Context: an optimization exercise on an open-source flow, tuned for small area. The choices shown serve that exercise and are no tape-out recipe.
Where RTL was checked, it was by simulation tests only, not by an equivalence proof against the original.

==> job 9078 <==
==> flow/design.v (excerpt) <==
module pixel_generation(
    input clk,
    input reset,
    input video_on,
    input [9:0] x, y,
    input KEY_UP, KEY_DOWN, KEY_LEFT, KEY_RIGHT,
    output [11:0] rgb
    );
export LEC_CHECK = 0
export ABC_AREA = 1
export CAP_MARGIN = 20
export CORE_MARGIN = 2
export CORE_UTILIZATION = 65
export CTS_BUF_LIST = sky130_fd_sc_hd__clkbuf_8
export GPL_ROUTABILITY_DRIVEN = 0
export SLEW_MARGIN = 20
create_clock -name core_clock -period 10.0 [get_ports {clk}]
standard.sh (not shown) runs the stock make flow with config.mk's settings and CLKGATE_MAP_FILE= SYNTH_SCRIPT=/design/flow/synth_recipe.tcl, a recipe that flattens the netlist after the stock synthesis.
==> flow/flow/run.sh <==
#!/bin/bash
# Layout flow: the standard flow (standard.sh), except that
#  - synthesis maps the logic with an area-oriented ABC script (flow/area.abc)
#    instead of ORFS's delay-oriented one, and without extracting adder
#    cells first (flow/my_synth.tcl),
#  - the buffers synthesis puts on outputs that share a net, and the port
#    buffers, are sky130_fd_sc_hd__buf_1 cells.
# Registers, floorplan, power grid, placement, CTS and routing are the
# standard flow's. All tool output goes to flow_make.log and ORFS's logs.
set -euo pipefail
WORK=$(pwd)
sed "s|SYNTH_SCRIPT=[^ ]*|SYNTH_SCRIPT=$WORK/flow/my_synth.tcl 'BUFFER_PORTS_ARGS=-buffer_cell sky130_fd_sc_hd__buf_1' 'MIN_BUF_CELL_AND_PORTS=sky130_fd_sc_hd__buf_1 A X'|" standard.sh > my_standard.sh
grep -q "SYNTH_SCRIPT=$WORK/flow/my_synth.tcl" my_standard.sh
bash my_standard.sh > flow_make.log 2>&1
==> flow/flow/area.abc <==
strash; &get -n; &dch; &nf -R 1000 -p -F 10 -A 6 -C 32; &put; topo
==> flow/flow/my_synth.tcl <==
proc synth {args} { yosys synth -nofsm -noshare {*}$args }
# area-oriented mapping: same synthesis, own ABC script
set ::my_abc_script [file join [file dirname [file normalize [info script]]] area.abc]
proc abc {args} {
  set i [lsearch -exact $args -script]
  if {$i >= 0} { set args [lreplace $args $i [expr {$i + 1}] -script $::my_abc_script] }
  yosys abc {*}$args
}
# no adder extraction: ABC maps the adders' gates with the rest of the logic
proc extract_fa {args} { }
source $::env(SCRIPTS_DIR)/synth.tcl
# left out here: clear keep_hierarchy, flatten, clean up, hide names made inside functions, write 1_2_yosys.v
==> inputs of job 9824, as changes to job 9078 <==
- GPL_ROUTABILITY_DRIVEN: 0 -> default
- PLACE_DENSITY: default -> 0.75
==> notes <==
Job 9078 finished with timing, DRC and antenna clean. Job 9824 finished with timing, DRC and antenna clean.
Area after synthesis is the same in job 9078 and job 9824.
In job 9078 the final area is smaller than in job 9824, by about 0.32%.
Against job 9078, the via count of job 9824 is smaller by about 0.4%.
Clock skew: job 9824 is lower than job 9078 (0.0037 ns).
Against job 9824, the utilization of job 9078 is lower by 0.23 points.
In job 9824 the setup slack is worse than in job 9078, by 0.18 ns.
Of job 9824 and job 9078, job 9824 has the higher non-clock buffer count (gap 2).

========
==> try-xenon <==
Another version of the RTL of pixel_generation (not shown whole).
clock: 10.0 ns
lec_check: 0
abc_area: 1
cap_margin: 20
core_margin: 2
core_utilization: 40
slew_margin: 20
==> flow/flow/run.sh <==
#!/bin/bash
# Layout flow: the standard flow, except that synthesis maps the logic
# with an area-oriented ABC script (flow/area.abc) instead of ORFS's
# delay-oriented one. Registers, floorplan, power grid, placement, CTS and
# routing are exactly the standard flow's.
set -euo pipefail
WORK=$(pwd)
sed "s|SYNTH_SCRIPT=[^ ]*|SYNTH_SCRIPT=$WORK/flow/my_synth.tcl|" standard.sh > my_standard.sh
grep -q "SYNTH_SCRIPT=$WORK/flow/my_synth.tcl" my_standard.sh
bash my_standard.sh > flow_make.log 2>&1
==> flow/flow/area.abc <==
strash; dch; map -a; topo
==> flow/flow/my_synth.tcl <==
proc synth {args} { yosys synth -nofsm -noshare {*}$args }
# area-oriented mapping: same synthesis, own ABC script
set ::my_abc_script [file join [file dirname [file normalize [info script]]] area.abc]
proc abc {args} {
  set i [lsearch -exact $args -script]
  if {$i >= 0} { set args [lreplace $args $i [expr {$i + 1}] -script $::my_abc_script] }
  yosys abc {*}$args
}
source $::env(SCRIPTS_DIR)/synth.tcl
# left out here: clear keep_hierarchy, flatten, clean up, hide names made inside functions, write 1_2_yosys.v
==> inputs of try-umber, as changes to try-xenon <==
--- a/flow/design.v
+++ b/flow/design.v
@@ -97,19 +97,19 @@
     wire        x_minus = x_edge | d_lf;
     wire [10:0] s_c  = add10(sx, x_minus ? {{9{1'b1}}, ~dx2} : {8'd0, dx2, ~dx2}, 1'b0);
     wire [9:0]  s    = s_c[9:0];
     wire [10:0] ph_c = add10(s, {5'd0, d_rt, 4'd0}, 1'b0);
     wire [9:0]  ph   = ph_c[9:0];
     wire r_edge_kill = d_rt & x_edge & ~((sx == 10'd623) & ~dx2);
+    wire blk_h = hbox(ph, sy) & ~r_edge_kill;
     wire [10:0] t_c  = add10({1'b0, sy}, d_up ? 10'h3ff : 10'd1, 1'b0);
     wire [9:0]  t    = t_c[9:0];
     wire [10:0] pv_c = add10(t, {4'd0, d_dn, 5'd0}, 1'b0);
     wire [9:0]  pv   = pv_c[9:0];
-    wire [9:0] bu = dir[1] ? ph : sx;
-    wire [9:0] bv = dir[1] ? {1'b0, sy} : pv;
-    wire blocked = dir[1] ? (hbox(bu, bv[8:0]) & ~r_edge_kill) : vbox(bu, bv);
+    wire blk_v = vbox(sx, pv);
+    wire blocked = dir[1] ? blk_h : blk_v;
     wire ok = ~blocked;
     reg [9:0] sx_n;
     reg [8:0] sy_n;
     always @* begin
         sx_n = sx;
         sy_n = sy;
==> flow/run.sh (new file) <==
#!/bin/bash
# synth_recipe.tcl (not shown) runs the flow's synth.tcl, then flattens the netlist and writes it again
# the make line also repeats each setting of config.mk as NAME=value (left out here)
make -C /OpenROAD-flow-scripts/flow DESIGN_CONFIG=/design/flow/config.mk WORK_HOME=/design/flow/orfs CLKGATE_MAP_FILE= SYNTH_SCRIPT=/design/flow/synth_recipe.tcl finish
removed: flow/flow/run.sh
removed: flow/flow/area.abc
removed: flow/flow/my_synth.tcl
removed: flow/standard.sh
==> summary.txt <==
item	try-xenon	try-umber
Sequential portion of the cell area	0.09668	0.08620
Syn Area/Cell	5.714 sq um	5.431 sq um
Total routed wire length on the met1 layer	9.274 mm	13.09 mm
Fraction of area in clock buffers and inverters	0.01223	0.01090
Crit share post-route	0.9157	0.7846
Number of placement rows	44	48
Global route hottest layer	met2	met1
Run status	complete, no violations	complete, no violations
Routed via count divided by cell count	6.346	5.717
Area of the core	14370 sq um	17120 sq um
Met2 wire len	10.67 mm	11.16 mm
Die span in y	124.7 microns	135.8 microns
Kind of capture point of the worst setup path	flop	output port
Launch point of the worst path	sx[4]$_DFFE_PP0P_	x[5]
Max-slew headroom	0.2473	0.4801
Total number of vias	7933	8553
Total die area	15550 sq um	18440 sq um
Met2 usage	0.4899	0.4259
The RTL of try-xenon was laid out without a check of its function.

==> port drivers added, routing unchanged <==
The results above use ideal ports. As a check the final layouts listed here were re-extracted and re-timed, cells and wires unchanged. Step 1, drivers: a clkbuf_16 drives clk and a buf_2 each remaining input, both assumed. Step 2 times the ports against the registers' clock, not the clock port: input delays grow and output delays shrink by t, the midpoint of the rising clock arrivals with the driver on. Three values: ideal, step 1, step 2; two values: the first two.
run	t, ns	setup slack, ns	hold slack, ns	worst setup path at the end	slew at the worst register clock pin (ns)
job 9078	0.308	0.839 / 0.839 / 0.839	0.548 / 0.548 / 0.548	register to register	0.09 / 0.09
job 9824	0.309	0.657 / 0.657 / 0.657	0.541 / 0.541 / 0.541	register to register	0.09 / 0.09
try-xenon	0.301	0.843 / 0.843 / 0.843	0.542 / 0.542 / 0.542	register to register	0.07 / 0.07
try-umber	0.300	2.154 / 2.131 / 2.131	0.559 / 0.559 / 0.559	input to output	0.08 / 0.08
After both steps setup and hold are still met in every run listed. For try-umber, which loses most, drivers alone change the setup slack by -0.023 ns; drivers and shift together by -0.023 ns.
